Background: an optimization exercise with open tools, aiming at small area and a short achievable clock period. Do not read the settings as production practice. Only simulation tests tie the RTL to the original design; equivalence was not proved. Power is estimated from default activity; no workload was simulated.

run R:
==> flow/design.v <==
module FpAlign (
    input  [31:0] iA,
    input  [31:0] iB,
    output        oLs,
    output [7:0]  oLe,
    output [22:0] oLf,
    output [24:0] oSal,      
    output        oSticky,   
    output        oSub
);
    wire a_larger = iA[30:0] > iB[30:0];
    wire [7:0]  a_e = iA[30:23];
    wire [7:0]  b_e = iB[30:23];
    wire [7:0]  d_ab = a_e - b_e;
    wire [7:0]  d_ba = b_e - a_e;
    wire [7:0]  d = a_larger ? d_ab : d_ba;
    wire [31:0] l = a_larger ? iA : iB;
    wire [22:0] s_f = a_larger ? iB[22:0] : iA[22:0];
    wire [7:0]  s_e = a_larger ? b_e : a_e;
    assign oLs  = l[31];
    assign oLe  = l[30:23];
    assign oLf  = l[22:0];
    assign oSub = iA[31] ^ iB[31];
    wire   sez = (a_e == 8'b0) || (b_e == 8'b0);
    wire [24:0] x = {1'b1, s_f, 1'b0};
    assign oSal = (sez || d[7:5] != 3'b0) ? 25'b0 : (x >> d[4:0]);
    wire [22:0] mask;
    genvar i;
    generate
        for (i = 0; i < 23; i = i + 1) begin : g_mask
            assign mask[i] = (d >= i + 2);
        end
    endgenerate
    assign oSticky = !sez && (d <= 8'd47) && ((d >= 8'd25) || |(s_f & mask));
endmodule
module FpNorm (
    input         iV,        
    input         iLs,
    input  [7:0]  iLe,
    input  [22:0] iLf,
    input  [24:0] iSal,
    input         iSticky,
    input         iSub,
    output [31:0] oSum
);
    wire [25:0] lsh = {2'b01, iLf, 1'b0};
    wire [25:0] pre = lsh + ({1'b0, iSal} ^ {26{iSub}}) + (iSub & ~iSticky);
    reg [4:0] s;
    integer k;
    always @* begin
        s = 5'd31;
        for (k = 0; k < 26; k = k + 1)
            if (pre[k]) s = 25 - k;
    end
    wire [25:0] n5 = pre << s;
    wire [22:0] frac = n5[24:2];
    wire [7:0]  e    = iLe + 8'd1 - {3'b0, s};
    wire [25:0] top;
    genvar i;
    generate
        for (i = 0; i < 26; i = i + 1) begin : g_top
            assign top[25 - i] = ({1'b0, iLe[6:0]} + 8'd2 > i);
        end
    endgenerate
    wire underflow = iLe[7] && ((pre & top) == 26'b0);
    wire zero      = (pre == 26'b0);
    assign oSum = !iV                  ? 32'b0 :
                  (underflow || zero)  ? 32'b0 :
                  {iLs, e, frac};
endmodule
`timescale 1ns/10ps
module fp_adder_synth (data, value, row, clk, rst);
    output [31:0] data;
    input  [31:0] value;
    input  [31:0] row;
    input         clk;
    input         rst;
    wire        l_s;
    wire [7:0]  l_e;
    wire [22:0] l_f;
    wire [24:0] s_al;
    wire        s_sticky;
    wire        op_sub;
    FpAlign AL (.iA(value), .iB(row), .oLs(l_s), .oLe(l_e), .oLf(l_f),
                .oSal(s_al), .oSticky(s_sticky), .oSub(op_sub));
    reg         r_v;
    reg         r_ls;
    reg  [7:0]  r_le;
    reg  [22:0] r_lf;
    reg  [24:0] r_sal;
    reg         r_sticky;
    reg         r_sub;
    wire both_ez = (value[30:23] == 8'b0) && (row[30:23] == 8'b0);
    always @(posedge clk) begin
        r_v      <= rst && !both_ez;
        r_ls     <= l_s;
        r_le     <= l_e;
        r_lf     <= l_f;
        r_sal    <= s_al;
        r_sticky <= s_sticky;
        r_sub    <= op_sub;
    end
    wire [31:0] sum;
    FpNorm NM (.iV(r_v), .iLs(r_ls), .iLe(r_le), .iLf(r_lf), .iSal(r_sal),
               .iSticky(r_sticky), .iSub(r_sub), .oSum(sum));
    reg [31:0] data;
    always @(posedge clk) begin
        if (!rst)
            data <= 32'b0;
        else
            data <= sum;
    end
endmodule
export LEC_CHECK = 0
export ABC_AREA = 1
export CAP_MARGIN = 20
export CORE_MARGIN = 2
export CORE_UTILIZATION = 55
export SLEW_MARGIN = 20
create_clock -name core_clock -period 12.5 [get_ports {clk}]
standard.sh (not shown) runs the stock make flow with config.mk's settings and CLKGATE_MAP_FILE= SYNTH_SCRIPT=/design/flow/synth_recipe.tcl, a recipe that flattens the netlist after the stock synthesis.
==> flow/flow/run.sh <==
#!/bin/bash
# Standard synthesis and layout; the port buffers use plain buffers instead
# of the default delay cells, and timing repair aims for more setup slack.
set -euo pipefail
bash standard.sh BUFFER_PORTS_ARGS="-buffer_cell sky130_fd_sc_hd__buf_1" SETUP_SLACK_MARGIN=6.5 finish > standard.log 2>&1
--- input diff run R..run P ---
# run R
export LEC_CHECK = 0
export ABC_AREA = 1
export CAP_MARGIN = 20
export CORE_MARGIN = 2
export CORE_UTILIZATION = 55
export SLEW_MARGIN = 20
create_clock -name core_clock -period 12.5 [get_ports {clk}]
# run P
export LEC_CHECK = 0
export ABC_AREA = 1
export CAP_MARGIN = 20
export CORE_MARGIN = 2
export CORE_UTILIZATION = 40
export SLEW_MARGIN = 20
create_clock -name core_clock -period 12.5 [get_ports {clk}]
Findings:
Count of placed standard cells in the final layout, fillers left out went up by a few percent going from run R to run P. In run P relative to run R, non-clock buffer count had gone up by a few percent. Normalized max-slew margin: run P > run R. Diff run R and run P: leakage dissipation higher in run R.

separate check: timing with driven ports:
The results above use ideal ports. As a check the final layouts listed here were re-extracted and re-timed, cells and wires unchanged.
Step 1: set_driving_cell puts a clkbuf_16 on clk and a buf_2 on each other input, an assumption about the parent block.
Step 2 also shifts input and output timing later by t, the mid clock arrival at the registers, as if the neighbouring blocks saw the same clock.
a / b / c = ideal ports / drivers / drivers and shift; a / b = the first two.
run | shift t [ns] | setup slack, ns | slew at the worst register clock pin (ns) | worst data-port slew with drivers (ns)
run R | 0.408 | 6.790 / 6.812 / 6.404 | 0.08 / 0.08 | 0.07
run P | 0.400 | 6.735 / 6.760 / 6.360 | 0.08 / 0.08 | 0.07
After both steps setup and hold are still met in every run listed. The setup slack of run R, which loses most, moves by +0.022 ns with the drivers and by -0.386 ns with both steps.
